This design comes from an exercise in tuning for small area, a short achievable clock period and few clock cycles on the open sky130 flow, not from production work. In this exercise RTL edits were held to simulation tests only and were not proved equivalent to the original. Power and IR drop assume default switching activity.

<file path="flow/design.v">
module alu #(
   NBW_DATA       = 32
)(
   input  logic [NBW_DATA-1:0]   i_srcA,
   input  logic [NBW_DATA-1:0]   i_srcB,
   input  logic [3:0]            i_aluControl,
   output logic [NBW_DATA-1:0]   o_result,
   output logic                  o_zero
);
   always_comb begin
      case (i_aluControl)
         4'b0000: o_result = i_srcA + i_srcB;  
         4'b0001: o_result = i_srcA - i_srcB;  
         4'b0010: o_result = i_srcA & i_srcB;  
         4'b0011: o_result = i_srcA | i_srcB;  
         4'b0111: o_result = i_srcA ^ i_srcB;  
         4'b0101: o_result = (($signed(i_srcA)) < ($signed(i_srcB))) ? 32'b1 : 32'b0;  
         4'b0100: o_result = (i_srcA < i_srcB) ? 32'b1 : 32'b0;  
         4'b1000: o_result = (i_srcA << i_srcB[4:0]);  
         4'b1001: o_result = (i_srcA >> i_srcB[4:0]);  
         4'b1011: o_result = ($signed(i_srcA) >>> i_srcB[4:0]);  
         default: o_result = i_srcB;  
      endcase
   end
   assign o_zero = (o_result == '0) ? 1'b1 : 1'b0;
endmodule
module extend #(
   parameter   NBW_INST       = 32,
   parameter   NBW_REGISTER   = 32
)(
   input  logic [NBW_INST-1:0]      i_inst,
   input  logic [2:0]               i_immSrc,
   output logic [NBW_REGISTER-1:0]  o_immExt
);
   always_comb begin
      case(i_immSrc)
         3'b000: o_immExt = {{20{i_inst[31]}}, i_inst[31:20]};
         3'b001: o_immExt = {{20{i_inst[31]}}, i_inst[31:25], i_inst[11:7]};
         3'b010: o_immExt = {{20{i_inst[31]}}, i_inst[7], i_inst[30:25], i_inst[11:8], 1'b0};
         3'b011: o_immExt = {{12{i_inst[31]}}, i_inst[19:12], i_inst[20], i_inst[30:21], 1'b0};
         3'b100: o_immExt = {i_inst[31:12], 12'd0};
         default: o_immExt = {{20{i_inst[31]}}, i_inst[31:20]};
      endcase
   end
endmodule
module ctrl_unit #(
)(
   input  logic [6:0]   i_op,
   input  logic [2:0]   i_funct3,
   input  logic         i_funct7,
   output logic         o_regWrite,
   output logic [1:0]   o_resultSrc,
   output logic         o_memWrite,
   output logic         o_jump,
   output logic         o_branch,
   output logic [3:0]   o_aluControl,
   output logic         o_aluSrc,
   output logic [2:0]   o_immSrc,
   output logic         o_err_flag
);
   logic [1:0] ALUOp_w;
   logic [1:0] err_flag_w;
   assign o_err_flag = |err_flag_w;
   always_comb begin : Main_Decoder
      err_flag_w[0] = 1'b0;
      case(i_op)
         7'b0000011: begin  
            o_regWrite = 1'b1;
            o_immSrc = 3'b000;
            o_aluSrc = 1'b1;
            o_memWrite = 1'b0;
            o_resultSrc = 2'b01;
            o_branch = 1'b0;
            ALUOp_w = 2'b00;
            o_jump = 1'b0;
         end
         7'b0100011: begin  
            o_regWrite = 1'b0;
            o_immSrc = 3'b001;
            o_aluSrc = 1'b1;
            o_memWrite = 1'b1;
            o_resultSrc = 2'b00;  
            o_branch = 1'b0;
            ALUOp_w = 2'b00;
            o_jump = 1'b0;
         end
         7'b0110011: begin  
            o_regWrite = 1'b1;
            o_immSrc = 3'b000;  
            o_aluSrc = 1'b0;
            o_memWrite = 1'b0;
            o_resultSrc = 2'b00;
            o_branch = 1'b0;
            ALUOp_w = 2'b10;
            o_jump = 1'b0;
         end
         7'b1100011: begin  
            o_regWrite = 1'b0;
            o_immSrc = 3'b010;
            o_aluSrc = 1'b0;
            o_memWrite = 1'b0;
            o_resultSrc = 2'b00;  
            o_branch = 1'b1;
            ALUOp_w = 2'b01;
            o_jump = 1'b0;
         end
         7'b0010011: begin  
            o_regWrite = 1'b1;
            o_immSrc = 3'b000;
            o_aluSrc = 1'b1;
            o_memWrite = 1'b0;
            o_resultSrc = 2'b00;
            o_branch = 1'b0;
            ALUOp_w = 2'b10;
            o_jump = 1'b0;
         end
         7'b1101111: begin  
            o_regWrite = 1'b1;
            o_immSrc = 3'b011;
            o_aluSrc = 1'b0;
            o_memWrite = 1'b0;
            o_resultSrc = 2'b10;
            o_branch = 1'b0;
            ALUOp_w = 2'b11;  
            o_jump = 1'b1;
         end
         7'b1100111: begin  
            o_regWrite = 1'b1;
            o_immSrc = 3'b000;
            o_aluSrc = 1'b1;
            o_memWrite = 1'b0;
            o_resultSrc = 2'b10;
            o_branch = 1'b0;
            ALUOp_w = 2'b11;  
            o_jump = 1'b1;
         end
         7'b0110111: begin  
            o_regWrite = 1'b1;
            o_immSrc = 3'b100;
            o_aluSrc = 1'b1;
            o_memWrite = 1'b0;
            o_resultSrc = 2'b00;
            o_branch = 1'b0;
            ALUOp_w = 2'b11;
            o_jump = 1'b0;
         end
         7'b0010111: begin  
            o_regWrite = 1'b1;
            o_immSrc = 3'b100;
            o_aluSrc = 1'b0;
            o_memWrite = 1'b0;
            o_resultSrc = 2'b11;
            o_branch = 1'b0;
            ALUOp_w = 2'b11;
            o_jump = 1'b0;
         end
         default: begin
            o_regWrite = 1'b0;
            o_immSrc = 3'b000;
            o_aluSrc = 1'b0;
            o_memWrite = 1'b0;
            o_resultSrc = 2'b00;
            o_branch = 1'b0;
            ALUOp_w = 2'b11;
            o_jump = 1'b0;
            err_flag_w[0] = |i_op;
         end
      endcase
   end
   always_comb begin : ALU_Decoder
      err_flag_w[1] = 1'b0;
      case(ALUOp_w)
         2'b00: o_aluControl = 4'b0000;  
         2'b01: begin  
            case(i_funct3)
               3'b000:  o_aluControl = 4'b0001;  
               3'b001:  o_aluControl = 4'b0001;  
               3'b100:  o_aluControl = 4'b0101;  
               3'b101:  o_aluControl = 4'b0101;  
               3'b110:  o_aluControl = 4'b0100;  
               3'b111:  o_aluControl = 4'b0100;  
               default: begin
                  o_aluControl = 4'b0001;
                  err_flag_w[1] = 1'b1;
               end
            endcase
         end
         2'b10: begin
            case(i_funct3)
               3'b000: begin
                  if ({i_op[5],i_funct7} == 2'b11) begin 
                     o_aluControl = 4'b0001;  
                  end
                  else begin
                     o_aluControl = 4'b0000;  
                  end
               end
               3'b001: o_aluControl = 4'b1000;  
               3'b101: begin
                  case(i_funct7)
                     1'b0: o_aluControl = 4'b1001;  
                     1'b1: o_aluControl = 4'b1011;  
                  endcase
               end
               3'b010: o_aluControl = 4'b0101;  
               3'b011: o_aluControl = 4'b0100;  
               3'b100: o_aluControl = 4'b0111;  
               3'b110: o_aluControl = 4'b0011;  
               3'b111: o_aluControl = 4'b0010;  
               default: begin
                  o_aluControl = 4'b0000;
                  err_flag_w[1] = 1'b1;
               end
            endcase
         end
         default: o_aluControl = 4'b1111;  
      endcase
   end
endmodule
module reg_file #(
   parameter NBW_ADDR      = 5,
   parameter NBW_DATA      = 32
)(
   input  logic                  clk,
   input  logic                  rst_async_n,
   input  logic                  i_wr_en,
   input  logic [NBW_ADDR-1:0]   i_rd_addr_1,
   input  logic [NBW_ADDR-1:0]   i_rd_addr_2,
   input  logic [NBW_ADDR-1:0]   i_wr_addr,
   input  logic [NBW_DATA-1:0]   i_wr_dt,
   output logic [NBW_DATA-1:0]   o_rd_dt_1,
   output logic [NBW_DATA-1:0]   o_rd_dt_2
);
   logic [NBW_DATA-1:0]    reg_dt [(2**NBW_ADDR)-1:0];
   assign o_rd_dt_1 = reg_dt[i_rd_addr_1];
   assign o_rd_dt_2 = reg_dt[i_rd_addr_2];
   always_ff @( negedge clk or negedge rst_async_n ) begin
      if(!rst_async_n) begin
         for (int i = 0; i < (2**NBW_ADDR); i++) begin
            reg_dt[i] <= {NBW_DATA{1'b0}};
         end
      end
      else if (i_wr_en && (i_wr_addr != '0)) begin
         reg_dt[i_wr_addr] <= i_wr_dt;
      end
   end
endmodule
module ariscv_dec #(
   parameter NBW_INST      = 32,
   parameter NBW_PC        = 32,
   parameter NBW_REGISTER  = 32,
   parameter NBW_ADDR      = 5
)(
   input  logic                     de_aclk,
   input  logic                     reg_aclk,
   input  logic                     rst_async_n,
   input  logic [NBW_INST-1:0]      i_inst,
   input  logic [NBW_PC-1:0]        i_pc,
   input  logic [NBW_PC-1:0]        i_pc_plus4,
   input  logic [NBW_REGISTER-1:0]  i_wr_dt_reg,
   input  logic [NBW_ADDR-1:0]      i_wr_addr_reg,
   input  logic                     i_wr_en_reg,
   output logic [NBW_REGISTER-1:0]  o_rd1,
   output logic [NBW_REGISTER-1:0]  o_rd2,
   output logic [NBW_REGISTER-1:0]  o_immExt,
   output logic [NBW_ADDR-1:0]      o_wr_addr_reg,
   output logic [NBW_PC-1:0]        o_pc,
   output logic [NBW_PC-1:0]        o_pc_plus4,
   output logic                     o_regWrite,
   output logic [1:0]               o_resultSrc,
   output logic                     o_memWrite,
   output logic                     o_jump,
   output logic                     o_branch,
   output logic [3:0]               o_aluControl,
   output logic                     o_aluSrc,
   output logic [2:0]               o_funct3,
   input  logic                     i_flush_de,
   output logic [NBW_ADDR-1:0]      o_rs1_de,
   output logic [NBW_ADDR-1:0]      o_rs2_de
);
   logic [NBW_REGISTER-1:0]   immExt_w, immExt_ff;
   logic [NBW_REGISTER-1:0]   rd1_w, rd1_ff;
   logic [NBW_REGISTER-1:0]   rd2_w, rd2_ff;
   logic [NBW_ADDR-1:0]       rs1_w, rs1_ff, rs2_w, rs2_ff;
   logic         regWrite_w;
   logic [1:0]   resultSrc_w;
   logic         memWrite_w;
   logic         jump_w;
   logic         branch_w;
   logic [3:0]   aluControl_w;
   logic         aluSrc_w;
   logic [2:0]   immSrc_w;
   logic         err_flag_w, err_flag_ff;
   assign o_rd1 = rd1_ff;
   assign o_rd2 = rd2_ff;
   assign o_immExt = immExt_ff;
   assign o_rs1_de = rs1_ff;
   assign o_rs2_de = rs2_ff;
   assign rs1_w = i_inst[19:15];
   assign rs2_w = i_inst[24:20];
   always_ff @(posedge de_aclk or negedge rst_async_n) begin
      if (!rst_async_n) begin
         rd1_ff         <= '0;
         rd2_ff         <= '0;
         rs1_ff         <= '0;
         rs2_ff         <= '0;
         immExt_ff      <= '0;
         o_wr_addr_reg  <= '0;
         o_pc           <= '0;
         o_pc_plus4     <= '0;
         o_jump         <= '0;
         o_branch       <= '0;
         o_aluControl   <= '0;
         o_aluSrc       <= '0;
         o_memWrite     <= '0;
         o_regWrite     <= '0;
         o_resultSrc    <= '0;
         o_funct3       <= '0;
         err_flag_ff    <= '0;
      end
      else if (i_flush_de) begin
         rd1_ff         <= '0;
         rd2_ff         <= '0;
         rs1_ff         <= '0;
         rs2_ff         <= '0;
         immExt_ff      <= '0;
         o_wr_addr_reg  <= '0;
         o_pc           <= '0;
         o_pc_plus4     <= '0;
         o_jump         <= '0;
         o_branch       <= '0;
         o_aluControl   <= '0;
         o_aluSrc       <= '0;
         o_memWrite     <= '0;
         o_regWrite     <= '0;
         o_resultSrc    <= '0;
         o_funct3       <= '0;
         err_flag_ff    <= '0;
      end
      else begin
         rd1_ff         <= rd1_w;
         rd2_ff         <= rd2_w;
         rs1_ff         <= rs1_w;
         rs2_ff         <= rs2_w;
         immExt_ff      <= immExt_w;
         o_wr_addr_reg  <= i_inst[11:7];
         o_pc           <= i_pc;
         o_pc_plus4     <= i_pc_plus4;
         o_jump         <= jump_w;
         o_branch       <= branch_w;
         o_aluControl   <= aluControl_w;
         o_aluSrc       <= aluSrc_w;
         o_memWrite     <= memWrite_w;
         o_regWrite     <= regWrite_w;
         o_resultSrc    <= resultSrc_w;
         o_funct3       <= i_inst[14:12];
         err_flag_ff    <= err_flag_w || err_flag_ff;
      end
   end
   reg_file #(
      .NBW_ADDR      (NBW_ADDR),
      .NBW_DATA      (NBW_REGISTER)
   ) uu_reg_file (
      .clk           (reg_aclk),
      .rst_async_n   (rst_async_n),
      .i_wr_en       (i_wr_en_reg),
      .i_rd_addr_1   (rs1_w),
      .i_rd_addr_2   (rs2_w),
      .i_wr_addr     (i_wr_addr_reg),
      .i_wr_dt       (i_wr_dt_reg),
      .o_rd_dt_1     (rd1_w),
      .o_rd_dt_2     (rd2_w)
   );
   extend #(
      .NBW_INST      (NBW_INST),
      .NBW_REGISTER  (NBW_REGISTER)
   ) uu_extend (
      .i_inst        (i_inst),
      .i_immSrc      (immSrc_w),
      .o_immExt      (immExt_w)
   );
   ctrl_unit #(
   ) uu_ctrl_unit (
      .i_op          (i_inst[6:0]),
      .i_funct3      (i_inst[14:12]),
      .i_funct7      (i_inst[30]),
      .o_regWrite    (regWrite_w),
      .o_resultSrc   (resultSrc_w),
      .o_memWrite    (memWrite_w),
      .o_jump        (jump_w),
      .o_branch      (branch_w),
      .o_aluControl  (aluControl_w),
      .o_aluSrc      (aluSrc_w),
      .o_immSrc      (immSrc_w),
      .o_err_flag    (err_flag_w)
   );
endmodule
module ariscv_exec #(
   parameter NBW_PC                 = 32,
   parameter NBW_REGISTER           = 32,
   parameter NBW_ADDR               = 5
)(
   input  logic                     em_aclk,
   input  logic                     rst_async_n,
   input  logic [NBW_REGISTER-1:0]  i_rd1,
   input  logic [NBW_REGISTER-1:0]  i_rd2,
   input  logic [NBW_REGISTER-1:0]  i_immExt,
   input  logic [NBW_ADDR-1:0]      i_wr_addr_reg,
   input  logic [NBW_PC-1:0]        i_pc,
   input  logic [NBW_PC-1:0]        i_pc_plus4,
   input  logic                     i_regWrite,
   input  logic [1:0]               i_resultSrc,
   input  logic                     i_memWrite,
   input  logic                     i_jump,
   input  logic                     i_branch,
   input  logic [3:0]               i_aluControl,
   input  logic                     i_aluSrc,
   input  logic [2:0]               i_funct3,
   output logic [NBW_REGISTER-1:0]  o_aluResult,
   output logic [NBW_REGISTER-1:0]  o_writeData,
   output logic [NBW_ADDR-1:0]      o_wr_addr_reg,
   output logic [NBW_PC-1:0]        o_pc_plus4,
   output logic                     o_regWrite,
   output logic [1:0]               o_resultSrc,
   output logic                     o_memWrite,
   output logic [2:0]               o_funct3,
   output logic [NBW_PC-1:0]        o_pcTarget_ff,
   output logic [NBW_PC-1:0]        o_pcTarget,
   output logic                     o_PCSrc,
   input  logic [1:0]               i_forwardA,
   input  logic [1:0]               i_forwardB,
   input  logic [NBW_REGISTER-1:0]  i_result_wb
);
   logic  [NBW_REGISTER-1:0]        alu_srcB_w;
   logic                            zero_w;
   logic  [NBW_REGISTER-1:0]        aluResult_w, aluResult_ff;
   logic  [NBW_REGISTER-1:0]        writeData_w, writeData_ff;
   logic  [NBW_ADDR-1:0]            wr_addr_reg_w, wr_addr_reg_ff;
   logic  [NBW_PC-1:0]              pc_plus4_w, pc_plus4_ff;
   logic  [NBW_REGISTER-1:0]        srcA_forward_w, srcB_forward_w;
   assign o_aluResult = aluResult_ff;
   assign o_writeData = writeData_ff;
   assign o_wr_addr_reg = wr_addr_reg_ff;
   assign o_pc_plus4 = pc_plus4_ff;
   assign alu_srcB_w = (i_aluSrc) ? i_immExt : srcB_forward_w;
   assign o_pcTarget = (i_aluSrc) ? (i_immExt + srcA_forward_w) : (i_immExt + i_pc);
   assign o_PCSrc = i_jump | (i_branch & (zero_w ^ i_funct3[0] ^ i_funct3[2]));
   assign writeData_w = srcB_forward_w;
   assign wr_addr_reg_w = i_wr_addr_reg;
   assign pc_plus4_w = i_pc_plus4;
   always_comb begin : forwarding
      case(i_forwardA)
         2'b01:   srcA_forward_w = i_result_wb;
         2'b10:   srcA_forward_w = aluResult_ff;
         default: srcA_forward_w = i_rd1;
      endcase
      case(i_forwardB)
         2'b01:   srcB_forward_w = i_result_wb;
         2'b10:   srcB_forward_w = aluResult_ff;
         default: srcB_forward_w = i_rd2;
      endcase
   end
   always_ff @(posedge em_aclk or negedge rst_async_n) begin : em_reg
      if(!rst_async_n) begin
         aluResult_ff <= '0;
         writeData_ff <= '0;
         wr_addr_reg_ff <= '0;
         pc_plus4_ff <= '0;
         o_regWrite  <= '0;
         o_resultSrc <= '0;
         o_memWrite  <= '0;
         o_funct3 <= '0;
         o_pcTarget_ff <= '0;
      end
      else begin
         aluResult_ff <= aluResult_w;
         writeData_ff <= writeData_w;
         wr_addr_reg_ff <= wr_addr_reg_w;
         pc_plus4_ff <= pc_plus4_w;
         o_regWrite  <= i_regWrite;
         o_resultSrc <= i_resultSrc;
         o_memWrite  <= i_memWrite;
         o_funct3 <= i_funct3;
         o_pcTarget_ff <= o_pcTarget;
      end
   end
   alu #(
      .NBW_DATA      (NBW_REGISTER)
   ) uu_alu (
      .i_srcA        (srcA_forward_w),
      .i_srcB        (alu_srcB_w),
      .i_aluControl  (i_aluControl),
      .o_result      (aluResult_w),
      .o_zero        (zero_w)
   );
endmodule
module ariscv_fetch #(
   parameter NBW_INST   = 32,
   parameter NBW_PC     = 32
)(
   input  logic                  rst_async_n,
   input  logic                  pc_aclk,
   input  logic                  fd_aclk,
   input  logic                  i_pc_src,
   input  logic [NBW_PC-1:0]     i_pc_target,
   output logic [NBW_PC-1:0]     o_pc_fd,
   output logic [NBW_PC-1:0]     o_pc_plus4,
   output logic [NBW_INST-1:0]   o_inst,
   input  logic [NBW_INST-1:0]   i_inst,
   output logic [NBW_PC-1:0]     o_pc_mem,
   input logic                   i_stall_pc,
   input logic                   i_stall_fd,
   input logic                   i_flush_fd
);
   logic [NBW_PC-1:0]      pc_plus4_w;
   logic [NBW_PC-1:0]      next_pc_w;
   logic [NBW_PC-1:0]      pc_ff;
   logic [NBW_PC-1:0]      pc_fd_ff;
   logic [NBW_PC-1:0]      pc_plus4_ff;
   logic [NBW_INST-1:0]    inst_ff;
   assign o_pc_mem = pc_ff;
   assign o_inst = inst_ff;
   assign o_pc_fd = pc_fd_ff;
   assign o_pc_plus4 = pc_plus4_ff;
   assign pc_plus4_w = pc_ff + {{(NBW_PC-3){1'b0}}, 3'd4};
   assign next_pc_w = (i_pc_src) ?i_pc_target :pc_plus4_w;
   always_ff @(posedge pc_aclk or negedge rst_async_n) begin : pc_reg
      if (!rst_async_n) begin
         pc_ff <= '0;
      end
      else if (~i_stall_pc) begin
         pc_ff <= next_pc_w;
      end
   end
   always_ff @(posedge fd_aclk or negedge rst_async_n) begin : fd_reg
      if(!rst_async_n) begin
         inst_ff     <= '0;
         pc_fd_ff    <= '0;
         pc_plus4_ff <= '0;
      end
      else if (i_flush_fd) begin
         inst_ff     <= '0;
         pc_fd_ff    <= '0;
         pc_plus4_ff <= '0;
      end
      else if (~i_stall_fd)  begin
         inst_ff     <= i_inst;
         pc_fd_ff    <= pc_ff;
         pc_plus4_ff <= pc_plus4_w;
      end
   end
endmodule
module ariscv_mem #(
   parameter NBW_REGISTER        = 32,
   parameter NBW_ADDR            = 5,
   parameter NBW_PC              = 32
)(
   input  logic                     aclk,
   input  logic                     rst_async_n,
   input  logic [NBW_REGISTER-1:0]  i_aluResult,
   input  logic [NBW_REGISTER-1:0]  i_writeData,
   input  logic [NBW_ADDR-1:0]      i_wr_addr_reg,
   input  logic [NBW_PC-1:0]        i_pc_plus4,
   input  logic                     i_regWrite,
   input  logic [1:0]               i_resultSrc,
   input  logic                     i_memWrite,
   input  logic [2:0]               i_funct3,
   input  logic [NBW_PC-1:0]        i_pcTarget,
   output logic [NBW_REGISTER-1:0]  o_aluResult,
   output logic [NBW_REGISTER-1:0]  o_readData,
   output logic [NBW_ADDR-1:0]      o_wr_addr_reg,
   output logic [NBW_PC-1:0]        o_pc_plus4,
   output logic [NBW_PC-1:0]        o_pcTarget,
   output logic                     o_regWrite,
   output logic [1:0]               o_resultSrc,
   output logic [NBW_REGISTER-1:0]  o_writeData,
   output logic [NBW_REGISTER-1:0]  o_writeAddr,
   output logic                     o_memWrite,
   output logic [2:0]               o_writeWidth,
   input  logic [NBW_REGISTER-1:0]  i_readData
);
   assign o_writeData = i_writeData;
   assign o_writeAddr = i_aluResult;
   assign o_memWrite = i_memWrite;
   assign o_writeWidth = i_funct3;
   always_ff @( posedge aclk or negedge rst_async_n ) begin : mw_reg
      if(!rst_async_n) begin
         o_aluResult    <= '0;
         o_readData     <= '0;
         o_wr_addr_reg  <= '0;
         o_pc_plus4     <= '0;
         o_regWrite     <= '0;
         o_resultSrc    <= '0;
         o_pcTarget     <= '0;
      end
      else begin
         o_aluResult    <= i_aluResult;
         o_readData     <= i_readData;
         o_wr_addr_reg  <= i_wr_addr_reg;
         o_pc_plus4     <= i_pc_plus4;
         o_regWrite     <= i_regWrite;
         o_resultSrc    <= i_resultSrc;
         o_pcTarget     <= i_pcTarget;
      end
   end
endmodule
module ariscv_wb #(
   parameter NBW_REGISTER        = 32,
   parameter NBW_PC              = 32,
   parameter NBW_ADDR            = 5
)(
   input  logic [NBW_REGISTER-1:0]        i_readData,
   input  logic [NBW_REGISTER-1:0]        i_aluResult,
   input  logic [NBW_PC-1:0]              i_pc_plus4,
   input  logic [NBW_PC-1:0]              i_pcTarget,
   input  logic [NBW_ADDR-1:0]            i_wr_addr_reg,
   input  logic                           i_regWrite,
   input  logic [1:0]                     i_resultSrc,
   output logic [NBW_REGISTER-1:0]        o_result,
   output logic [NBW_ADDR-1:0]            o_wr_addr_reg,
   output logic                           o_regWrite
);
   assign o_wr_addr_reg = i_wr_addr_reg;
   assign o_regWrite = i_regWrite;
   always_comb begin
      case (i_resultSrc)
         2'b00: o_result = i_aluResult;
         2'b01: o_result = i_readData;
         2'b10: o_result = i_pc_plus4;
         2'b11: o_result = i_pcTarget;
      endcase
   end
endmodule
module ariscv_dtpath #(
   parameter NBW_ACLK      = 6,
   parameter NBW_INST      = 32,
   parameter NBW_REGISTER  = 32,
   parameter NBW_ADDR      = 32,
   parameter NBW_PC        = 32
)(
   input  logic [NBW_ACLK-1:0]   i_aclk,
   input  logic                  rst_async_n,
   input  logic [NBW_INST-1:0]   i_inst,
   output logic [NBW_PC-1:0]     o_pc,
   output logic [NBW_REGISTER-1:0]  o_writeData,
   output logic [NBW_REGISTER-1:0]  o_writeAddr,
   output logic                     o_memWrite,
   output logic [2:0]               o_writeWidth,
   input  logic [NBW_REGISTER-1:0]  i_readData
);
   logic                      pc_src;
   logic [NBW_PC-1:0]         pc_target;
   logic [NBW_PC-1:0]         pc_fd;
   logic [NBW_PC-1:0]         pc_plus4_fd;
   logic [NBW_INST-1:0]       inst;
   logic [NBW_REGISTER-1:0]   rd1;
   logic [NBW_REGISTER-1:0]   rd2;
   logic [NBW_REGISTER-1:0]   immExt;
   logic [NBW_ADDR-1:0]       wr_addr_reg_de;
   logic [NBW_PC-1:0]         pc_de;
   logic [NBW_PC-1:0]         pc_plus4_de;
   logic                      regWrite_de;
   logic [1:0]                resultSrc_de;
   logic                      memWrite_de;
   logic                      jump;
   logic                      branch;
   logic [3:0]                aluControl;
   logic                      aluSrc;
   logic [2:0]                funct3_de;
   logic [NBW_REGISTER-1:0]   wr_dt_reg;
   logic [NBW_ADDR-1:0]       wr_addr_reg_wd;
   logic                      wr_en_reg;
   logic [NBW_REGISTER-1:0]   aluResult_em;
   logic [NBW_REGISTER-1:0]   writeData;
   logic [NBW_ADDR-1:0]       wr_addr_reg_em;
   logic [NBW_PC-1:0]         pc_plus4_em;
   logic                      regWrite_em;
   logic [1:0]                resultSrc_em;
   logic                      memWrite_em;
   logic [2:0]                funct3_em;
   logic [NBW_PC-1:0]         pcTarget_em;
   logic [NBW_REGISTER-1:0]   aluResult_mw;
   logic [NBW_REGISTER-1:0]   readData_mw;
   logic [NBW_ADDR-1:0]       wr_addr_reg_mw;
   logic [NBW_PC-1:0]         pc_plus4_mw;
   logic [NBW_PC-1:0]         pcTarget_mw;
   logic                      regWrite_mw;
   logic [1:0]                resultSrc_mw;
   logic                      lw_stall;
   logic                      stall_pc;
   logic                      stall_fd;
   logic                      flush_fd;
   logic                      flush_de;
   logic [1:0]                forwardA_E;
   logic [1:0]                forwardB_E;
   logic [NBW_ADDR-1:0]       rs1_fd;
   logic [NBW_ADDR-1:0]       rs2_fd;
   logic [NBW_ADDR-1:0]       rs1_de;
   logic [NBW_ADDR-1:0]       rs2_de;
   assign rs1_fd = inst[19:15];
   assign rs2_fd = inst[24:20];
   assign lw_stall   = ((resultSrc_de[0]) & ((rs1_fd == wr_addr_reg_de) | (rs2_fd == wr_addr_reg_de))) ?1'b1 :1'b0;
   assign stall_pc   = lw_stall;
   assign stall_fd   = lw_stall;
   assign flush_fd   = pc_src;
   assign flush_de   = lw_stall | pc_src;
   always_comb begin : forwarding
      if (((rs1_de == wr_addr_reg_em) & regWrite_em) & (rs1_de != 0)) begin
         forwardA_E = 2'b10;
      end
      else if (((rs1_de == wr_addr_reg_wd) & wr_en_reg) & (rs1_de != 0)) begin
         forwardA_E = 2'b01;
      end
      else begin
         forwardA_E = 2'b00;
      end
      if (((rs2_de == wr_addr_reg_em) & regWrite_em) & (rs2_de != 0)) begin
         forwardB_E = 2'b10;
      end
      else if (((rs2_de == wr_addr_reg_wd) & wr_en_reg) & (rs2_de != 0)) begin
         forwardB_E = 2'b01;
      end
      else begin
         forwardB_E = 2'b00;
      end
   end
   ariscv_fetch #(
      .NBW_INST         (NBW_INST),
      .NBW_PC           (NBW_PC)
   ) uu_fetch (
      .rst_async_n      (rst_async_n),
      .pc_aclk          (i_aclk[0]),
      .fd_aclk          (i_aclk[1]),
      .i_pc_src         (pc_src),
      .i_pc_target      (pc_target),
      .o_pc_fd          (pc_fd),
      .o_pc_plus4       (pc_plus4_fd),
      .o_inst           (inst),
      .i_inst           (i_inst),
      .o_pc_mem         (o_pc),
      .i_stall_pc       (stall_pc),
      .i_stall_fd       (stall_fd),
      .i_flush_fd       (flush_fd)
   );
   ariscv_dec #(
      .NBW_INST      (NBW_INST),
      .NBW_PC        (NBW_PC),
      .NBW_REGISTER  (NBW_REGISTER),
      .NBW_ADDR      (NBW_ADDR)
   ) uu_dec (
      .de_aclk          (i_aclk[2]),
      .reg_aclk         (i_aclk[5]),
      .rst_async_n      (rst_async_n),
      .i_inst           (inst),
      .i_pc             (pc_fd),
      .i_pc_plus4       (pc_plus4_fd),
      .i_wr_dt_reg      (wr_dt_reg),
      .i_wr_addr_reg    (wr_addr_reg_wd),
      .i_wr_en_reg      (wr_en_reg),
      .o_rd1            (rd1),
      .o_rd2            (rd2),
      .o_immExt         (immExt),
      .o_wr_addr_reg    (wr_addr_reg_de),
      .o_pc             (pc_de),
      .o_pc_plus4       (pc_plus4_de),
      .o_regWrite       (regWrite_de),
      .o_resultSrc      (resultSrc_de),
      .o_memWrite       (memWrite_de),
      .o_jump           (jump),
      .o_branch         (branch),
      .o_aluControl     (aluControl),
      .o_aluSrc         (aluSrc),
      .o_funct3         (funct3_de),
      .i_flush_de      (flush_de),
      .o_rs1_de        (rs1_de),
      .o_rs2_de        (rs2_de)
   );
   ariscv_exec #(
      .NBW_PC        (NBW_PC),
      .NBW_REGISTER  (NBW_REGISTER),
      .NBW_ADDR      (NBW_ADDR)
   ) uu_exec (
      .em_aclk       (i_aclk[3]),
      .rst_async_n   (rst_async_n),
      .i_rd1         (rd1),
      .i_rd2         (rd2),
      .i_immExt      (immExt),
      .i_wr_addr_reg (wr_addr_reg_de),
      .i_pc          (pc_de),
      .i_pc_plus4    (pc_plus4_de),
      .i_regWrite    (regWrite_de),
      .i_resultSrc   (resultSrc_de),
      .i_memWrite    (memWrite_de),
      .i_jump        (jump),
      .i_branch      (branch),
      .i_aluControl  (aluControl),
      .i_aluSrc      (aluSrc),
      .i_funct3      (funct3_de),
      .o_aluResult   (aluResult_em),
      .o_writeData   (writeData),
      .o_wr_addr_reg (wr_addr_reg_em),
      .o_pc_plus4    (pc_plus4_em),
      .o_regWrite    (regWrite_em),
      .o_resultSrc   (resultSrc_em),
      .o_memWrite    (memWrite_em),
      .o_funct3      (funct3_em),
      .o_pcTarget_ff (pcTarget_em),
      .o_pcTarget    (pc_target),
      .o_PCSrc       (pc_src),
      .i_forwardA    (forwardA_E),
      .i_forwardB    (forwardB_E),
      .i_result_wb   (wr_dt_reg)
   );
   ariscv_mem #(
      .NBW_REGISTER  (NBW_REGISTER),
      .NBW_ADDR      (NBW_ADDR),
      .NBW_PC        (NBW_PC)
   ) uu_mem (
      .aclk          (i_aclk[4]),
      .rst_async_n   (rst_async_n),
      .i_aluResult   (aluResult_em),
      .i_writeData   (writeData),
      .i_wr_addr_reg (wr_addr_reg_em),
      .i_pc_plus4    (pc_plus4_em),
      .i_regWrite    (regWrite_em),
      .i_resultSrc   (resultSrc_em),
      .i_memWrite    (memWrite_em),
      .i_funct3      (funct3_em),
      .i_pcTarget    (pcTarget_em),
      .o_aluResult   (aluResult_mw),
      .o_readData    (readData_mw),
      .o_wr_addr_reg (wr_addr_reg_mw),
      .o_pc_plus4    (pc_plus4_mw),
      .o_pcTarget    (pcTarget_mw),
      .o_regWrite    (regWrite_mw),
      .o_resultSrc   (resultSrc_mw),
      .o_writeData   (o_writeData),
      .o_writeAddr   (o_writeAddr),
      .o_memWrite    (o_memWrite),
      .o_writeWidth  (o_writeWidth),
      .i_readData    (i_readData)
   );
   ariscv_wb #(
      .NBW_REGISTER  (NBW_REGISTER),
      .NBW_PC        (NBW_PC),
      .NBW_ADDR      (NBW_ADDR)
   ) uu_wb (
      .i_readData       (readData_mw),
      .i_aluResult      (aluResult_mw),
      .i_pc_plus4       (pc_plus4_mw),
      .i_pcTarget       (pcTarget_mw),
      .i_wr_addr_reg    (wr_addr_reg_mw),
      .i_regWrite       (regWrite_mw),
      .i_resultSrc      (resultSrc_mw),
      .o_result         (wr_dt_reg),
      .o_wr_addr_reg    (wr_addr_reg_wd),
      .o_regWrite       (wr_en_reg)
   );
endmodule
module ariscv #(
   parameter NBW_ACLK      = 6,
   parameter NBW_INST      = 32,
   parameter NBW_REGISTER  = 32,
   parameter NBW_ADDR      = 5,
   parameter NBW_PC        = 32
)(
   input logic                                  clk,
   input logic                                  rst_async_n,
   input  logic [NBW_INST-1:0]                  i_inst,
   output logic [NBW_PC-1:0]                    o_pc,
   output logic [NBW_REGISTER-1:0]              o_writeData,
   output logic [NBW_REGISTER-1:0]              o_writeAddr,
   output logic                                 o_memWrite,
   output logic [2:0]                           o_writeWidth,
   input  logic [NBW_REGISTER-1:0]              i_readData
);
   ariscv_dtpath #(
      .NBW_ACLK      (NBW_ACLK),
      .NBW_INST      (NBW_INST),
      .NBW_REGISTER  (NBW_REGISTER),
      .NBW_ADDR      (NBW_ADDR),
      .NBW_PC        (NBW_PC)
   ) uu_dtpath (
      .i_aclk        ({NBW_ACLK{clk}}),
      .rst_async_n   (rst_async_n),
      .i_inst        (i_inst),
      .o_pc          (o_pc),
      .o_writeData   (o_writeData),
      .o_writeAddr   (o_writeAddr),
      .o_memWrite    (o_memWrite),
      .o_writeWidth  (o_writeWidth),
      .i_readData    (i_readData)
   );
endmodule
</file>
<file path="flow/run.sh">
#!/bin/bash
# synth_recipe.tcl (not shown) runs the flow's synth.tcl, then flattens the netlist and writes it again
# the make line also repeats each setting of config.mk as NAME=value (left out here)
make -C /OpenROAD-flow-scripts/flow DESIGN_CONFIG=/design/flow/config.mk WORK_HOME=/design/flow/orfs CLKGATE_MAP_FILE= SYNTH_SCRIPT=/design/flow/synth_recipe.tcl finish
</file>
<file path="flow/config.mk">
export PLATFORM = sky130hd
export DESIGN_NAME = ariscv
export DESIGN_NICKNAME = ariscv
export VERILOG_FILES = /design/flow/design.v
export SDC_FILE = /design/flow/constraint.sdc
export NUM_CORES = 8
export LEC_CHECK = 0
export CAP_MARGIN = 20
export CORE_MARGIN = 2
export CORE_UTILIZATION = 40
export SLEW_MARGIN = 20
</file>
<file path="flow/constraint.sdc">
create_clock -name core_clock -period 11.0 [get_ports {clk}]
set_input_delay 2.2000 -clock core_clock [delete_from_list [all_inputs] [get_ports {clk}]]
set_output_delay 2.2000 -clock core_clock [all_outputs]
set_load 0.01 [all_outputs]
</file>
==> results.json <==
{
  "status": "complete, no violations",
  "worstPathMaxFanout": 57,
  "start_kind": "flop",
  "pre_cts_slack_ps": 1806,
  "p_comb_frac": 0.160,
  "synth_adder_area_share": 0.02118,
  "die_w_um": 451.9,
  "gp_congestion": 1.023,
  "max_freq_ghz": 0.1050,
  "p_seq_frac": 0.454,
  "htree_levels": 4,
  "grt_usage": 0.3918,
  "overflow": 0,
  "holdCritPathClass": "reg -> reg",
  "antenna_found_initial": 23,
  "cp_slowest_cell": "dfrtp_4",
  "root_buffer": "clkbuf_16",
  "cellInternalPower_mw": 10.89,
  "drt-wirelength-per-cell_um": 36.68,
  "slew_headroom": 0.06503,
  "tritoncts": "done",
  "grt_pass1_wl_mm": 567.9,
  "synth_xor_area_frac": 0.01037,
  "maxCapViolations": 0,
  "vias": 76960,
  "yosysTopAreaCell": "dfrtn_1",
  "num-nets-final": 8569,
  "arrival_ps": 10240,
  "finClkSkew_ps": 127.5,
  "fin_crit_ps": 9525,
  "synthTopCellsByArea": "dfrtn_1 (32%), dfrtp_1 (18%), o21ai_0 (7.4%)",
  "route.detailed.drc": 0,
  "synthDominantCellAreaShare": 0.3194,
  "drtIter0Drc": 14190,
  "firstDrtPassIters": 14,
  "die_y_um": 451.9,
  "worstSetupEndpointType": "flop",
  "layout.cells.most_common": "nand2_1",
  "power.total_mw": 15.70,
  "synth_compound_area_frac": 0.2567,
  "post-cts-setup-buffers": 0,
  "final_antenna_net_count": 0,
  "grt_pass1_vias": 71960,
  "synth-main-ff-cell": "dfrtn_1",
  "clkTransAtPathRegs_ps": 60,
  "synth_top_family_by_area": "compound AO/OA/AOI/OAI gates",
  "tns_ps": 0,
  "critPathKind": "reg -> reg",
  "ir_worst_vdd_v": 0.0001558,
  "yosysUniqueCellTypes": 95,
  "synthMuxAreaShare": 0.02773,
  "power.leakage_nw": 38.47,
  "syn_area_mm2": 0.08023,
  "start_util": 0.4023,
  "post_cts_resized": 0,
  "io_buffers": 165,
  "hold_ws_ps": 316.0,
  "p_sw_mw": 4.811,
  "setup_violations": 0,
  "detail_route.wirelength_mm": 410.0,
  "drive_above_1_share": 0.09154,
  "cts_buffer_depth": 3,
  "largest_reg_flops": 1024,
  "cts_buffers": 175,
  "p_sw_frac": 0.3065,
  "synth_edf_count": 0,
  "worstPathRequired_ps": 11710,
  "core-area_mm2": 0.1995,
  "io_pins": 166,
  "setup_ws_ps": 1475,
  "power_density_mw_per_mm2": 172.4,
  "clk_latency_ps": 890,
  "die_area_mm2": 0.2042,
  "power.share.clock": 0.385,
  "avgSynthCellArea_um2": 9.372,
  "rows": 164,
  "max_stage_delay_ps": 730,
  "yosysWarnings": 11,
  "syn_inst": 8561,
  "regMostFlops": "uu_dtpath.uu_dec.uu_reg_file.reg_dt",
  "synthArstFlopShare": 1.000,
  "yosysSeqAreaShare": 0.5031,
  "tightest_slew_ps": 1391,
  "finalMaxSlewViolations": 0,
  "finalHoldViolations": 0,
  "area_growth_pct": 13.49,
  "synth_fp_nets": 8761,
  "ys_ff_latch": 1613,
  "hold_buffers": 0,
  "yosys.area_share.simple": 0.1363,
  "dp_hpwl_mm": 250.1,
  "final_cell_mix": "nand2_1 (1310), o21ai_0 (1181), dfrtn_1 (1024), dfrtp_1 (585), nor2_1 (350)",
  "avgViaCountPerCell": 6.884,
  "grt_setup_unrepaired": "no",
  "fin_crit_sh": 0.8659,
  "grt_max_degree": 159,
  "clock-sinks": 1613
}
## synth_stat cells, types with 63 or more instances
master	instances
mux2i_1	127
nor2_1	416
nand3_1	170
or3_1	63
dfrtn_1	1024
inv_1	118
mux2_2	74
a221oi_1	336
o21ai_0	1181
and2_1	93
a22o_1	322
o32ai_1	69
a211oi_1	85
nand4_1	154
clkbuf_1	686
ha_1	131
dfrtp_1	589
a21oi_1	346
xnor2_1	75
nand2_1	1329
nor3_1	99
a22oi_1	343
## power by group through the flow
stage / logic [mW] / clock network (mW) / registers (mW)
6_report: 2.51 / 6.05 / 7.13
5_1_grt: 2.66 / 6.32 / 7.19
4_1_cts: 2.45 / 6.08 / 7.13
3_5_place_dp: 2.43 / 0 / 7.23
3_3_place_gp: 2.41 / 0 / 7.22
2_1_floorplan: 1.39 / 0 / 6.99
## worst max-delay path, delay by kind of cell (launching register included)
| family | cells | cell delay [ps] |
|---|---|---|
| AOI/OAI and AO/OA | 10 | 3160 |
| xor gates and xnor gates | 1 | 90 |
| adders and majority gates | 2 | 680 |
| buffers and inverters | 4 | 880 |
| DFF | 1 | 730 |
| muxes | 3 | 880 |
| and+or+nand+nor | 8 | 2880 |
## layout make-up
| cell class | count | area (µm²) |
|---|---|---|
| Fill cell | 18960 | 108400 |
| Sequential cell | 1613 | 40370 |
| Multi-Input combinational cell | 6032 | 37220 |
| Clock buffer | 257 | 5122 |
| Timing Repair Buffer | 423 | 3837 |
| Tap cell | 2656 | 3323 |
| Clock inverter | 61 | 679.4 |
| Inverter | 124 | 467.9 |
| Antenna cell | 13 | 32.53 |
## layer usage
layer,part of all wire,global-route usage
met1,0.39,0.5247
met2,0.40,0.5325
met3,0.14,0.1403
met4,0.081,0.2507
met5,0.00028,0
## per-stage QoR
| stage | instance area [µm²] | utilization | instances |
|---|---|---|---|
| global placement | 85090 | 0.4266 | 10850 |
| global route | 91020 | 0.4564 | 11170 |
| CTS | 90910 | 0.4558 | 11160 |
| finish | 91050 | 0.4565 | 11180 |
| detailed placement | 85110 | 0.4267 | 10850 |
| floorplan | 80230 | - | 8561 |
## path summary, 6_finish.rpt
check	startpoint	endpoint	slack (ps)	cells after the start
worst max-delay path	uu_dtpath.uu_mem.o_resultSrc[0]$_DFF_PN0_	uu_dtpath.uu_fetch.pc_ff[18]$_DFFE_PN0N_	1480	28
worst min-delay path	uu_dtpath.uu_exec.pc_plus4_ff[23]$_DFF_PN0_	uu_dtpath.uu_mem.o_pc_plus4[23]$_DFF_PN0_	320	0
worst max register to register	uu_dtpath.uu_mem.o_resultSrc[0]$_DFF_PN0_	uu_dtpath.uu_fetch.pc_ff[18]$_DFFE_PN0N_	1480	28
worst min register to register	uu_dtpath.uu_exec.pc_plus4_ff[23]$_DFF_PN0_	uu_dtpath.uu_mem.o_pc_plus4[23]$_DFF_PN0_	320	0
max in group asynchronous	rst_async_n	uu_dtpath.uu_dec.uu_reg_file.reg_dt[24][10]$_DFFE_NN0P_	2980	2
min in group asynchronous	rst_async_n	uu_dtpath.uu_dec.rd2_ff[16]$_DFF_PN0_	1800	2
## cells by family (layout without fill, tap and decap cells)
kind of cell,after synthesis,count (layout)
xor+xnor,95,95
simple gates,2484,2484
buf+inv,916,865
other cells,0,13
flops,1613,1613
mux,207,207
compound gates,3112,3112
fa+ha+maj,134,134
Testbench counts, summed over its fixed seeds: cycles 425,228.
